What follows belongs to an exercise in optimizing a design on an open flow for small area and a short achievable clock period; a production flow would make more cautious choices. No functional check of the RTL was part of any run shown here. No activity file was given, so power comes from the tool's default toggle rates.

## flow/design.v (module list and top-level ports; edited modules follow where they fit)
// module Convolution: 1813 lines
// module fa: 4 lines
// module wsel: 3 lines
module Convolution(
    input clk,
    input rst_n,
    input in_valid,
    input weight_valid,
    input [7:0] In_IFM_1,
    input [7:0] In_IFM_2,
    input [7:0] In_IFM_3,
    input [7:0] In_IFM_4,
    input [7:0] In_IFM_5,
    input [7:0] In_IFM_6,
    input [7:0] In_IFM_7,
    input [7:0] In_IFM_8,
    input [7:0] In_IFM_9,
    input [7:0] In_Weight_1,
    input [7:0] In_Weight_2,
    input [7:0] In_Weight_3,
    input [7:0] In_Weight_4,
    input [7:0] In_Weight_5,
    input [7:0] In_Weight_6,
    input [7:0] In_Weight_7,
    input [7:0] In_Weight_8,
    input [7:0] In_Weight_9,
    output reg out_valid,
    output reg [20:0] Out_OFM
);
  // ...
==> flow/flow/run.sh <==
#!/bin/bash
# Standard ORFS layout, with plain buf_1 cells as the port buffers (the resizer
# may upsize them) instead of the delay-buffer cells buffer_ports picks itself.
set -euo pipefail
bash standard.sh finish "BUFFER_PORTS_ARGS=-buffer_cell sky130_fd_sc_hd__buf_1" > orfs_flow.log 2>&1
==> flow/standard.sh <==
#!/bin/bash
# synth_recipe.tcl (not shown) runs the flow's synth.tcl, then flattens the netlist and writes it again
# the make line also repeats each setting of config.mk as NAME=value (left out here)
make -C /OpenROAD-flow-scripts/flow DESIGN_CONFIG=/design/flow/config.mk WORK_HOME=/design/flow/orfs CLKGATE_MAP_FILE= SYNTH_SCRIPT=/design/flow/synth_recipe.tcl "${@:-finish}"
==> flow/config.mk <==
export PLATFORM = sky130hd
export DESIGN_NAME = Convolution
export DESIGN_NICKNAME = Convolution
export VERILOG_FILES = /design/flow/design.v
export SDC_FILE = /design/flow/constraint.sdc
export NUM_CORES = 4
export LEC_CHECK = 0
export CAP_MARGIN = 20
export CORE_MARGIN = 2
export CORE_UTILIZATION = 40
export CTS_CLUSTER_DIAMETER = 60
export CTS_CLUSTER_SIZE = 22
export SETUP_SLACK_MARGIN = 3.3
export SLEW_MARGIN = 20
export SYNTH_HIERARCHICAL = 1
export SYNTH_MINIMUM_KEEP_SIZE = 0
==> flow/constraint.sdc <==
create_clock -name core_clock -period 5.5 [get_ports {clk}]
set_input_delay 1.1000 -clock core_clock [delete_from_list [all_inputs] [get_ports {clk}]]
set_output_delay 1.1000 -clock core_clock [all_outputs]
set_load 0.01 [all_outputs]
==> run summary, run 1 <==
Status: complete, no violations
Final period utilization: 42.1%
Critical path cell sequence: buf_12 > buf_4 > nand2_1 > fa_1 > fa_1 > fa_1
Least-Margin Pin Slew: 0.592 ns
Combinational share of power: 42.5%
DR vias/cell: 5.12
Max VDD drop: 0.299 mV
Number of CTS-inserted buffers: 43
Synth area leader: fa_1
Top Consumer: combinational logic
Routing usage on met1: 31.8%
Met2 WL: 36200 µm
Clk. pwr: 3.33 mW
Tmin final: 2.31 ns
GR Util met3: 6.67%
CP top delay family: adder cells
Most common cell in the synthesized netlist: nand2_1
Largest family of logic cells by synthesized area: adder cells
Synth Area per Inst: 13.0 µm²
Grt total ovfl: 0
Fraction of area in multi-input gates: 51.5%
#FFs+latches synth: 469
CTS tree: yes
Seq_cells: 469
Synth top area cells: fa_1, dfxtp_1, nand2_1, mux2_4, clkbuf_1
Buffering overhead: 5.61%
Share of total power in the clock network: 21.1%
First-pass GRT wire length: 112000 µm
Vias: 15008
==> run 2: changes to the inputs <==
--- a/flow/design.v
+++ b/flow/design.v
@@ -66,24 +66,24 @@
 wire [7:0] wn6_next;
 wsel uw6 (.sel(weight_valid), .a(In_Weight_6), .b(wn6), .y(wn6_next));
 wire [7:0] wn7_next;
 wsel uw7 (.sel(weight_valid), .a(In_Weight_7), .b(wn7), .y(wn7_next));
 wire [7:0] wn8_next;
 wsel uw8 (.sel(weight_valid), .a(In_Weight_8), .b(wn8), .y(wn8_next));
 wire [7:0] wn9_next;
 wsel uw9 (.sel(weight_valid), .a(In_Weight_9), .b(wn9), .y(wn9_next));
-reg [4:0] vpipe;
+reg [3:0] vpipe;
 always @(posedge clk or negedge rst_n) begin
     if (!rst_n) begin
         vpipe <= 0;
         out_valid <= 1'b0;
     end else begin
-        vpipe <= {vpipe[3:0], in_valid};
-        out_valid <= vpipe[4];
+        vpipe <= {vpipe[2:0], in_valid};
+        out_valid <= vpipe[3];
     end
 end
 reg r0_0;
 reg r0_1;
 reg r0_2;
 reg r0_3;
 reg r0_4;
 reg r0_5;
@@ -348,43 +348,16 @@
 reg r2_24;
 reg r2_25;
 reg r2_26;
 reg r2_27;
 reg r2_28;
 reg r2_29;
 reg r2_30;
 reg r2_31;
-reg r3_0;
-reg r3_1;
-reg r3_2;
-reg r3_3;
-reg r3_4;
-reg r3_5;
-reg r3_6;
-reg r3_7;
-reg r3_8;
-reg r3_9;
-reg r3_10;
-reg r3_11;
-reg r3_12;
-reg r3_13;
-reg r3_14;
-reg r3_15;
-reg r3_16;
-reg r3_17;
-reg r3_18;
-reg r3_19;
-reg r3_20;
-reg r3_21;
-reg r3_22;
-reg r3_23;
-reg r3_24;
-reg r3_25;
-reg r3_26;
 wire n1, n2, n3, n4, n5, n6, n7, n8, n9, n10, n11, n12, n13, n14, n15, n16, n17, n18, n19, n20, n21, n22, n23, n24, n25, n26, n27, n28, n29, n30, n31, n32, n33, n34, n35, n36, n37, n38, n39, n40, n41, n42, n43, n44, n45, n46, n47, n48, n49, n50, n51, n52, n53, n54, n55, n56, n57, n58, n59, n60, n61, n62, n63, n64, n65, n66, n67, n68, n69, n70, n71, n72, n73, n74, n75, n76, n77, n78, n79, n80, n81, n82, n83, n84, n85, n86, n87, n88, n89, n90, n91, n92, n93, n94, n95, n96, n97, n98, n99, n100, n101, n102, n103, n104, n105, n106, n107, n108, n109, n110, n111, n112, n113, n114, n115, n116, n117, n118, n119, n120, n121, n122, n123, n124, n125, n126, n127, n128, n129, n130, n131, n132, n133, n134, n135, n136, n137, n138, n139, n140, n141, n142, n143, n144, n145, n146, n147, n148, n149, n150, n151, n152, n153, n154, n155, n156, n157, n158, n159, n160, n161, n162, n163, n164, n165, n166, n167, n168, n169, n170, n171, n172, n173, n174, n175, n176, n177, n178, n179, n180, n181, n182, n183, n184, n185, n186, n187, n188, n189, n190, n191, n192, n193, n194, n195, n196, n197, n198, n199, n200, n201, n202, n203, n204, n205, n206, n207, n208, n209, n210, n211, n212, n213, n214, n215, n216, n217, n218, n219, n220, n221, n222, n223, n224, n225, n226, n227, n228, n229, n230, n231, n232, n233, n234, n235, n236, n237, n238, n239, n240, n241, n242, n243, n244, n245, n246, n247, n248, n249, n250, n251, n252, n253, n254, n255, n256, n257, n258, n259, n260, n261, n262, n263, n264, n265, n266, n267, n268, n269, n270, n271, n272, n273, n274, n275, n276, n277, n278, n279, n280, n281, n282, n283, n284, n285, n286, n287, n288, n289, n290, n291, n292, n293, n294, n295, n296, n297, n298, n299, n300, n301, n302, n303, n304, n305, n306, n307, n308, n309, n310, n311, n312, n313, n314, n315, n316, n317, n318, n319, n320, n321, n322, n323, n324, n325, n326, n327, n328, n329, n330, n331, n332, n333, n334, n335, n336, n337, n338, n339, n340, n341, n342, n343, n344, n345, n346, n347, n348, n349, n350, n351, n352, n353, n354, n355, n356, n357, n358, n359, n360, n361, n362, n363, n364, n365, n366, n367, n368, n369, n370, n371, n372, n373, n374, n375, n376, n377, n378, n379, n380, n381, n382, n383, n384, n385, n386, n387, n388, n389, n390, n391, n392, n393, n394, n395, n396, n397, n398, n399, n400, n401, n402, n403, n404, n405, n406, n407, n408, n409, n410, n411, n412, n413, n414, n415, n416, n417, n418, n419, n420, n421, n422, n423, n424, n425, n426, n427, n428, n429, n430, n431, n432, n433, n434, n435, n436, n437, n438, n439, n440, n441, n442, n443, n444, n445, n446, n447, n448, n449, n450, n451, n452, n453, n454, n455, n456, n457, n458, n459, n460, n461, n462, n463, n464, n465, n466, n467, n468, n469, n470, n471, n472, n473, n474, n475, n476, n477, n478, n479, n480, n481, n482, n483, n484, n485, n486, n487, n488, n489, n490, n491, n492, n493, n494, n495, n496, n497, n498, n499, n500, n501, n502, n503, n504, n505, n506, n507, n508, n509, n510, n511, n512, n513, n514, n515, n516, n517, n518, n519, n520, n521, n522, n523, n524, n525, n526, n527, n528, n529, n530, n531, n532, n533, n534, n535, n536, n537, n538, n539, n540, n541, n542, n543, n544, n545, n546, n547, n548, n549, n550, n551, n552, n553, n554, n555, n556, n557, n558, n559, n560, n561, n562, n563, n564, n565, n566, n567, n568, n569, n570, n571, n572, n573, n574, n575, n576, n577, n578, n579, n580, n581, n582, n583, n584, n585, n586, n587, n588, n589, n590, n591, n592, n593, n594, n595, n596, n597, n598, n599, n600, n601, n602, n603, n604, n605, n606, n607, n608, n609, n610, n611, n612, n613, n614, n615, n616, n617, n618, n619, n620, n621, n622, n623, n624, n625, n626, n627, n628, n629, n630, n631, n632, n633, n634, n635, n636, n637, n638, n639, n640, n641, n642, n643, n644, n645, n646, n647, n648, n649, n650, n651, n652, n653, n654, n655, n656, n657, n658, n659, n660, n661, n662, n663, n664, n665, n666, n667, n668, n669, n670, n671, n672, n673, n674, n675, n676, n677, n678, n679, n680, n681, n682, n683, n684, n685, n686, n687, n688, n689, n690, n691, n692, n693, n694, n695, n696, n697, n698, n699, n700, n701, n702, n703, n704, n705, n706, n707, n708, n709, n710, n711, n712, n713, n714, n715, n716, n717, n718, n719, n720, n721, n722, n723, n724, n725, n726, n727, n728, n729, n730, n731, n732, n733, n734, n735, n736, n737, n738, n739, n740, n741, n742, n743, n744, n745, n746, n747, n748, n749, n750, n751, n752, n753, n754, n755, n756, n757, n758, n759, n760, n761, n762, n763, n764, n765, n766, n767, n768, n769, n770, n771, n772, n773, n774, n775, n776, n777, n778, n779, n780, n781, n782, n783, n784, n785, n786, n787, n788, n789, n790, n791, n792, n793, n794, n795, n796, n797, n798, n799, n800, n801, n802, n803, n804, n805, n806, n807, n808, n809, n810, n811, n812, n813, n814, n815, n816, n817, n818, n819, n820, n821, n822, n823, n824, n825, n826, n827, n828, n829, n830, n831, n832, n833, n834, n835, n836, n837, n838, n839, n840, n841, n842, n843, n844, n845, n846, n847, n848, n849, n850, n851, n852, n853, n854, n855, n856, n857, n858, n859, n860, n861, n862, n863, n864, n865, n866, n867, n868, n869, n870, n871, n872, n873, n874, n875, n876, n877, n878, n879, n880, n881, n882, n883, n884, n885, n886, n887, n888, n889, n890, n891, n892, n893, n894, n895, n896, n897, n898, n899, n900, n901, n902, n903, n904, n905, n906, n907, n908, n909, n910, n911, n912, n913, n914, n915, n916, n917, n918, n919, n920, n921, n922, n923, n924, n925, n926, n927, n928, n929, n930, n931, n932, n933, n934, n935, n936, n937, n938, n939, n940, n941, n942, n943, n944, n945, n946, n947, n948, n949, n950, n951, n952, n953, n954, n955, n956, n957, n958, n959, n960, n961, n962, n963, n964, n965, n966, n967, n968, n969, n970, n971, n972, n973, n974, n975, n976, n977, n978, n979, n980, n981, n982, n983, n984, n985, n986, n987, n988, n989, n990, n991, n992, n993, n994, n995, n996, n997, n998, n999, n1000, n1001, n1002, n1003, n1004, n1005, n1006, n1007, n1008, n1009, n1010, n1011, n1012, n1013, n1014, n1015, n1016, n1017, n1018, n1019, n1020, n1021, n1022, n1023, n1024, n1025, n1026, n1027, n1028, n1029, n1030, n1031, n1032, n1033, n1034, n1035, n1036, n1037, n1038, n1039, n1040, n1041, n1042, n1043, n1044, n1045, n1046, n1047, n1048, n1049, n1050, n1051, n1052, n1053, n1054, n1055, n1056, n1057, n1058, n1059, n1060, n1061, n1062, n1063, n1064, n1065, n1066, n1067, n1068, n1069, n1070, n1071, n1072, n1073, n1074, n1075, n1076, n1077, n1078, n1079, n1080, n1081, n1082, n1083, n1084, n1085, n1086, n1087, n1088, n1089, n1090, n1091, n1092, n1093, n1094, n1095, n1096, n1097, n1098, n1099, n1100, n1101, n1102, n1103, n1104, n1105, n1106, n1107, n1108, n1109, n1110, n1111, n1112, n1113, n1114, n1115, n1116, n1117, n1118, n1119, n1120, n1121, n1122, n1123, n1124, n1125, n1126, n1127, n1128, n1129, n1130, n1131, n1132, n1133, n1134, n1135, n1136, n1137, n1138, n1139, n1140, n1141, n1142, n1143, n1144, n1145, n1146, n1147, n1148, n1149, n1150, n1151, n1152, n1153, n1154, n1155, n1156, n1157, n1158, n1159, n1160, n1161, n1162, n1163, n1164, n1165, n1166, n1167, n1168, n1169, n1170, n1171, n1172, n1173, n1174, n1175, n1176, n1177, n1178, n1179, n1180, n1181, n1182, n1183, n1184, n1185, n1186, n1187, n1188, n1189, n1190, n1191, n1192, n1193, n1194, n1195, n1196, n1197, n1198, n1199, n1200, n1201, n1202, n1203, n1204, n1205, n1206, n1207, n1208, n1209, n1210, n1211, n1212, n1213, n1214, n1215, n1216, n1217, n1218, n1219, n1220, n1221, n1222, n1223, n1224, n1225, n1226, n1227, n1228, n1229, n1230, n1231, n1232, n1233, n1234, n1235, n1236, n1237, n1238, n1239, n1240, n1241, n1242, n1243, n1244, n1245, n1246, n1247, n1248, n1249, n1250, n1251, n1252, n1253, n1254, n1255, n1256, n1257, n1258, n1259, n1260, n1261, n1262, n1263, n1264, n1265, n1266, n1267, n1268, n1269, n1270, n1271, n1272, n1273, n1274, n1275, n1276, n1277, n1278, n1279, n1280, n1281, n1282, n1283, n1284, n1285, n1286, n1287, n1288, n1289, n1290, n1291, n1292, n1293, n1294, n1295, n1296, n1297, n1298, n1299, n1300, n1301, n1302, n1303, n1304, n1305, n1306, n1307, n1308, n1309, n1310, n1311, n1312, n1313, n1314, n1315, n1316, n1317, n1318, n1319, n1320, n1321, n1322, n1323, n1324, n1325, n1326, n1327, n1328, n1329, n1330, n1331, n1332, n1333, n1334, n1335, n1336, n1337, n1338, n1339, n1340, n1341, n1342, n1343, n1344, n1345, n1346, n1347, n1348, n1349, n1350, n1351, n1352, n1353, n1354, n1355, n1356, n1357, n1358, n1359, n1360, n1361, n1362, n1363, n1364, n1365, n1366, n1367, n1368, n1369, n1370, n1371, n1372, n1373, n1374, n1375, n1376, n1377, n1378, n1379, n1380, n1381, n1382, n1383, n1384, n1385, n1386, n1387, n1388, n1389, n1390, n1391, n1392, n1393, n1394, n1395, n1396, n1397, n1398, n1399, n1400, n1401, n1402, n1403, n1404, n1405, n1406, n1407, n1408, n1409, n1410, n1411, n1412, n1413, n1414, n1415, n1416, n1417, n1418, n1419, n1420, n1421, n1422, n1423, n1424, n1425, n1426, n1427, n1428, n1429, n1430, n1431, n1432, n1433, n1434, n1435, n1436, n1437, n1438, n1439, n1440, n1441, n1442, n1443, n1444, n1445, n1446, n1447, n1448, n1449, n1450, n1451, n1452, n1453, n1454, n1455, n1456, n1457, n1458, n1459, n1460, n1461, n1462, n1463, n1464, n1465, n1466, n1467, n1468, n1469, n1470, n1471, n1472, n1473, n1474, n1475, n1476, n1477, n1478, n1479, n1480, n1481, n1482, n1483, n1484, n1485, n1486, n1487, n1488, n1489, n1490, n1491, n1492, n1493, n1494, n1495, n1496, n1497, n1498, n1499, n1500, n1501, n1502, n1503, n1504, n1505, n1506, n1507, n1508, n1509, n1510, n1511, n1512, n1513, n1514, n1515, n1516, n1517, n1518, n1519, n1520, n1521, n1522, n1523, n1524, n1525, n1526, n1527, n1528, n1529, n1530, n1531, n1532, n1533, n1534, n1535, n1536, n1537, n1538, n1539, n1540, n1541, n1542, n1543, n1544, n1545, n1546, n1547, n1548, n1549, n1550, n1551, n1552, n1553, n1554, n1555, n1556, n1557, n1558, n1559, n1560, n1561, n1562, n1563, n1564, n1565, n1566, n1567, n1568, n1569, n1570, n1571, n1572, n1573, n1574, n1575, n1576, n1577, n1578, n1579, n1580, n1581, n1582, n1583, n1584, n1585, n1586, n1587, n1588, n1589, n1590, n1591, n1592, n1593, n1594, n1595, n1596, n1597, n1598, n1599, n1600, n1601, n1602, n1603, n1604, n1605, n1606, n1607, n1608, n1609, n1610, n1611, n1612, n1613, n1614, n1615, n1616, n1617, n1618, n1619, n1620, n1621, n1622, n1623, n1624, n1625, n1626, n1627, n1628, n1629, n1630, n1631, n1632, n1633, n1634, n1635, n1636, n1637, n1638, n1639, n1640, n1641, n1642, n1643, n1644, n1645, n1646, n1647, n1648, n1649, n1650, n1651, n1652, n1653, n1654, n1655, n1656, n1657, n1658, n1659, n1660, n1661, n1662, n1663, n1664, n1665, n1666, n1667, n1668, n1669, n1670, n1671, n1672, n1673, n1674;
 assign n1 = ~(xn1[0] & wn1[0]);
 assign n2 = ~(xn1[0] & wn1[1]);
 assign n3 = ~(xn1[0] & wn1[2]);
 assign n4 = ~(xn1[0] & wn1[3]);
 assign n5 = ~(xn1[0] & wn1[4]);
 assign n6 = ~(xn1[0] & wn1[5]);
 assign n7 = ~(xn1[0] & wn1[6]);
@@ -1500,17 +1473,18 @@
 fa un1657 (.a(n1653), .b(n1652), .c(n1655), .s(n1657), .co(n1658));
 fa un1659 (.a(r1_57), .b(r1_58), .c(r1_59), .s(n1659), .co(n1660));
 fa un1661 (.a(n1654), .b(n1659), .c(n1656), .s(n1661), .co(n1662));
 fa un1663 (.a(r1_60), .b(r1_61), .c(r1_62), .s(n1663), .co(n1664));
 fa un1665 (.a(r2_10), .b(r2_11), .c(r2_12), .s(n1665), .co(n1666));
 fa un1667 (.a(r2_18), .b(r2_19), .c(r2_20), .s(n1667), .co(n1668));
 fa un1669 (.a(r2_21), .b(r2_22), .c(r2_23), .s(n1669), .co(n1670));
 fa un1671 (.a(r2_27), .b(r2_28), .c(r2_29), .s(n1671), .co(n1672));
-fa un1673 (.a(r2_30), .b(r2_31), .c(n1672), .s(n1673), .co(n1674));
+assign n1673 = ~(r2_30 ^ r2_31);
+assign n1674 = r2_30 | r2_31;
 always @(posedge clk) begin
     r0_0 <= n583;
     r0_1 <= n601;
     r0_2 <= n603;
     r0_3 <= n629;
     r0_4 <= n631;
     r0_5 <= n604;
     r0_6 <= n633;
@@ -1774,46 +1748,19 @@
     r2_24 <= n1657;
     r2_25 <= n1658;
     r2_26 <= n1661;
     r2_27 <= n1660;
     r2_28 <= n1663;
     r2_29 <= n1662;
     r2_30 <= r1_63;
     r2_31 <= n1664;
-    r3_0 <= r2_0;
-    r3_1 <= r2_1;
-    r3_2 <= r2_2;
-    r3_3 <= r2_3;
-    r3_4 <= r2_4;
-    r3_5 <= r2_5;
-    r3_6 <= r2_6;
-    r3_7 <= r2_7;
-    r3_8 <= r2_8;
-    r3_9 <= r2_9;
-    r3_10 <= n1665;
-    r3_11 <= r2_13;
-    r3_12 <= n1666;
-    r3_13 <= r2_14;
-    r3_14 <= r2_15;
-    r3_15 <= r2_16;
-    r3_16 <= r2_17;
-    r3_17 <= n1667;
-    r3_18 <= n1668;
-    r3_19 <= n1669;
-    r3_20 <= r2_24;
-    r3_21 <= n1670;
-    r3_22 <= r2_25;
-    r3_23 <= r2_26;
-    r3_24 <= n1671;
-    r3_25 <= n1673;
-    r3_26 <= n1674;
 end
-wire [20:0] row_a = {1'b1, 1'b1, r3_26, r3_25, r3_24, r3_22, r3_20, r3_18, r3_17, r3_15, r3_13, r3_11, r3_10, r3_9, r3_8, r3_7, r3_6, r3_4, r3_3, r3_1, r3_0};
-wire [20:0] row_b = {1'b1, 1'b1, 1'b1, 1'b1, 1'b1, r3_23, r3_21, r3_19, 1'b1, r3_16, r3_14, r3_12, 1'b1, 1'b1, 1'b1, 1'b1, 1'b1, r3_5, 1'b1, r3_2, 1'b1};
+wire [20:0] row_a = {1'b1, 1'b1, n1674, n1672, n1671, r2_25, n1670, n1668, n1667, r2_16, r2_14, n1666, n1665, r2_9, r2_8, r2_7, r2_6, r2_4, r2_3, r2_1, r2_0};
+wire [20:0] row_b = {1'b1, 1'b1, 1'b1, n1673, 1'b1, r2_26, r2_24, n1669, 1'b1, r2_17, r2_15, r2_13, 1'b1, 1'b1, 1'b1, 1'b1, 1'b1, r2_5, 1'b1, r2_2, 1'b1};
 always @(posedge clk) Out_OFM <= ~row_a + ~row_b;
 endmodule
 module fa(input a, input b, input c, output s, output co);
 assign s = a ^ b ^ c;
 assign co = (a & b) | (a & c) | (b & c);
 endmodule
 module wsel(input sel, input [7:0] a, input [7:0] b, output [7:0] y);
 assign y = sel ? a : b;
==> flow/config.mk (replaced) <==
export PLATFORM = sky130hd
export DESIGN_NAME = Convolution
export DESIGN_NICKNAME = Convolution
export VERILOG_FILES = /design/flow/design.v
export SDC_FILE = /design/flow/constraint.sdc
export NUM_CORES = 4
export LEC_CHECK = 0
export ABC_CLOCK_PERIOD_IN_PS = 1500
export CAP_MARGIN = 20
export CORE_MARGIN = 2
export CORE_UTILIZATION = 60
export CTS_CLUSTER_DIAMETER = 60
export CTS_CLUSTER_SIZE = 22
export PLACE_DENSITY = 0.7
export SETUP_SLACK_MARGIN = 3.3
export SLEW_MARGIN = 20
export SYNTH_HIERARCHICAL = 1
export SYNTH_MINIMUM_KEEP_SIZE = 0
==> run 2 against run 1 <==
Effect of this change: still clean on timing, DRC and antenna; count of clock-buffer cells in the layout shrank 7; synthesized cell count shrank 1.3%; utilization grew 25 points; total power shrank 1.8%; combinational power grew 9.7%; via count grew 2.8%; design area shrank 0.89%; global-route usage grew 12 points; maximum frequency shrank 0.45%; synthesized area shrank 2.2%; register-to-register slack is essentially flat; critical path type unchanged; highest routed layer is now met4.
==> run summary, run 2 <==
Final hold vios: 0 (unchanged)
Commonest non-fill, non-tap cell in the layout: nand2_1 (unchanged)
Synth area leader: fa_1 (unchanged)
First-pass GRT wire length: 108000 µm (was 112000 µm)
Most common cell in the synthesized netlist: nand2_1 (unchanged)
Clk sink count: 441 (was 469)
Worst Reg-to-Reg Cells: 5 (was 6)
Die ar.: 0.0423 mm² (was 0.0644 mm²)
Synth Area per Inst: 12.9 µm² (was 13.0 µm²)
R2r setup slk: 3.17 ns (was 3.19 ns)
Starting Density: 61.1% (was 40.4%)
Drt drc: 0 (unchanged)
Initial antenna violation count: 2 (was 8)
Mapped Cells: 1889 (was 1913)
Sequential share of the synthesized area: 36.3% (was 37.7%)
Grt total ovfl: 0 (unchanged)
WL/cell: 28.7 µm (was 26.1 µm)
Max cap viols: 0 (unchanged)
PwrDens: 529 mW/mm² (was 534 mW/mm²)
Synth cell count leaders: nand2_1, fa_1, dfxtp_1 (unchanged)
Routed WL: 75600 µm (was 76700 µm)
Arr. time, crit path: 2.84 ns (was 2.77 ns)
Max FFs per register: 20 (unchanged)
Area Growth Syn to Fin: 19.8% (was 18.1%)
Clk slew on worst S/H paths: 0.08 ns (about the same)
CP required: 6.01 ns (was 5.96 ns)
Vias in the first global route: 16849 (was 16664)
Synth async-reset ratio: 1.13% (was 1.28%)
Largest net degree at the start of global routing: 48 (was 49)
Clk_skew: 0.0227 ns (was 0.0292 ns)
Hold-critical path depth: 0 (unchanged)
Routability cong.: 0.984 (unchanged)
Leakage power: 10.8 nW (about the same)
Layout net count: 2791 (was 2769)
Distinct cell type count after synthesis: 39 (unchanged)
Post-DP HPWL: 55200 µm (was 59900 µm)
Layout cells sized above 1: 30.7% (was 26.0%)
Core Util, Final: 73.2% (was 47.8%)
Port bufs: 168 (unchanged)
Post-synth EDFFs: 0 (unchanged)
Vias: 15434 (was 15008)
Largest stage delay, worst path: 0.58 ns (was 0.53 ns)
Final setup fails: 0 (unchanged)
Diode count: 0 (unchanged)
Router iterations before antenna repair: 7 (was 5)
HP Start: r1_4$_DFF_P_ (was r2_8$_DFF_P_)
Total power: 15.5 mW (was 15.7 mW)
Worst-Skew Late Latency: 0.59 ns (was 0.60 ns)
Largest Register: Out_OFM (unchanged)
Slew Limit Fails: 0 (unchanged)
Max VDD drop: 0.310 mV (was 0.299 mV)
CP startpoint kind: flop (unchanged)
#FFs+latches synth: 441 (was 469)
CTS root buf: clkbuf_16 (unchanged)
Type of the worst setup path: reg2reg (unchanged)
Max Root-Sink Buffers: 3 (unchanged)
Syn. warnings: 7 (unchanged)
Reg-to-Reg Start: wn5[5]$_DFF_P_ (was wn6[0]$_DFF_P_)
RSZ-0062 raised after global routing: true (unchanged)
Most used cell, CP: fa_2 (was fa_1)
Worst Setup End Kind: flop (unchanged)
Status: complete, no violations (unchanged)
Final period utilization: 42.3% (was 42.1%)
Reg2Reg Capture Point: r0_140$_DFF_P_ (was r0_2$_DFF_P_)
CTS tree: yes (unchanged)
CP max stage cell: fa_2 (was fa_1)
Initial DRC count: 1763 (was 1409)
Critical path cell sequence: buf_12 > nand2_1 > fa_2 > fa_2 > fa_2 (was buf_12 > buf_4 > nand2_1 > fa_1 > fa_1 > fa_1)
Row cnt: 73 (was 91)
Synth top area cells: fa_1, dfxtp_1, nand2_1, mux2_4, clkbuf_1 (unchanged)
Max frequency: 0.430 GHz (was 0.432 GHz)
Core area: 0.0399 mm² (was 0.0617 mm²)
Io pins: 170 (unchanged)
Slew headroom: 62.9% (was 60.5%)
Mapped Area: 0.0244 mm² (was 0.0250 mm²)
DR vias/cell: 5.86 (was 5.12)
Hold-fix buffers at CTS: 0 (unchanged)
Die height: 206 µm (was 254 µm)
H-tree levels: 2 (unchanged)
Least-Margin Pin Slew: 0.557 ns (was 0.592 ns)
Most frequent cells in the layout: nand2_1, fa_1, dfxtp_1, buf_1, fa_2 (was nand2_1, fa_1, dfxtp_1, buf_1, dfxtp_4)
Top_reg_cell synth: dfxtp_1 (unchanged)
HP Class: reg2reg (unchanged)
Number of CTS-inserted buffers: 36 (was 43)
Min-Delay Endpoint: r2_4$_DFF_P_ (was r3_8$_DFF_P_)
Global-route usage over all layers: 36.9% (was 24.5%)
Detail Route Antenna Nets: 0 (unchanged)
Crit path max fanout: 8 (was 5)
Yosys top cell area share: 45.0% (was 44.0%)
Width of the die: 206 µm (was 254 µm)
Tmin final: 2.33 ns (was 2.31 ns)
Syn nets: 2596 (was 2619)
Setup TNS: 0 ns (unchanged)
[run 2: cell count changes in the layout (fill, tap and decap cells not counted), sizes merged, moves of 4 or more]
cell | previous run | this run
clkinv | 14 | 7
dfxtp | 463 | 436
buf | 246 | 309
clkbuf | 59 | 41
a21oi | 11 | 7
or3 | 4 | 0
[run 2: routing by layer]
layer / GRT usage [%] / vias up / wire length (µm)
li1: - / 6083 / -
met4: 19.0 / 0 / 4920
met1: 47.8 / 7904 / 27500
met3: 10.5 / 323 / 8800
met5: 0 / - / 0
met2: 57.1 / 1124 / 34400
[run 2: worst max-delay path by stage]
stage | start | end | slack [ns] | depth (start not counted)
after floorplan | xn6[5]$_DFF_P_ | r0_107$_DFF_P_ | 3.29 | 5
after global placement | weight_valid | wn9[6]$_DFF_P_ | 2.59 | 3
after detailed placement | weight_valid | wn9[7]$_DFF_P_ | 2.56 | 3
after CTS | xn6[6]$_DFF_P_ | r0_86$_DFF_P_ | 3.21 | 4
after global routing | wn5[5]$_DFF_P_ | r0_140$_DFF_P_ | 3.15 | 5
final | wn5[5]$_DFF_P_ | r0_140$_DFF_P_ | 3.17 | 5
[run 2: layout make-up]
class                           count  area, µm²
Clock buffer                       39        932
Clock inverter                     24        324
Fill cell                        2523      10700
Inverter                           21       78.8
Multi-Input combinational cell   1273      15500
Sequential cell                   441       9380
Tap cell                          525        657
Timing Repair Buffer              311       2330
[run 2: kinds of logic after synthesis]
family	Yosys count	synth area share, %
other cells	1	0.0154
xor+xnor	15	0.538
fa+ha+maj	559	45.5
flops	441	36.3
buf+inv	175	2.98
mux	72	4.43
simple gates	601	9.52
compound gates	25	0.713
[run 2: repair_timing]
item / 4_1_cts / 5_1_grt
gates resized for setup: 411 / 198
pin swaps: 94 / 136
setup buffers: 92 / 49
setup endpoints to repair: 192 / 112
[run 2: report_power, final]
| part | internal, mW | switching [mW] | total [mW] |
|---|---|---|---|
| Clock | 1.37 | 1.40 | 2.77 |
| Combinational | 3.50 | 3.85 | 7.35 |
| Sequential | 4.48 | 0.858 | 5.33 |
[run 2: worst max-delay path, delay by kind of cell (launching register included)]
kind / cells / cell delay (ns)
fa+ha+maj: 3 / 1.57
simple gates: 1 / 0.07
buf+inv: 1 / 0.14
flops: 1 / 0.47
[run 2: per-stage QoR]
| stage | cell area, µm² | setup WS, ns | cells | hold WS, ns |
|---|---|---|---|---|
| after floorplan | 24500 | 3.29 | 1889 | 0.310 |
| after global placement | 25100 | 2.59 | 2430 | 0.310 |
| after detailed placement | 25100 | 2.56 | 2430 | 0.312 |
| after CTS | 28200 | 3.21 | 2585 | 0.332 |
| after global routing | 29200 | 3.15 | 2634 | 0.341 |
| final | 29200 | 3.17 | 2634 | 0.330 |
[run 2: modules after synthesis, one instance, submodules excluded]
module,flip-flops and latches,area [µm²]
Convolution,441,12200
fa,0,20.0
wsel,0,131

[separate check: timing with driven ports]
The results above use ideal ports. As a check the final layouts listed here were re-extracted and re-timed, cells and wires unchanged.
Step 1: set_driving_cell puts a clkbuf_16 on clk and a buf_2 on each other input, an assumption about the parent block.
Step 2 adds t to the input delays and takes it off the output delays; t is the mean of the earliest and latest rising clock arrival at the registers after step 1. Input paths then give back, and output paths get back, about the clock's delay inside the block.
Three values: ideal ports, drivers, drivers and shift; two values: the first two.
| run | t, ns | slack for setup (ns) | worst slew at a driven data input, ns | pins driven straight from the clock port |
|---|---|---|---|---|
| run 1 | 0.649 | 3.185 / 3.185 / 2.846 | 0.08 | 1 |
| run 2 | 0.633 | 3.175 / 3.175 / 2.832 | 0.06 | 1 |
After both steps setup and hold are still met in every run listed. For run 2, which loses most, drivers alone change the setup slack by 0.000 ns; drivers and shift together by -0.343 ns.
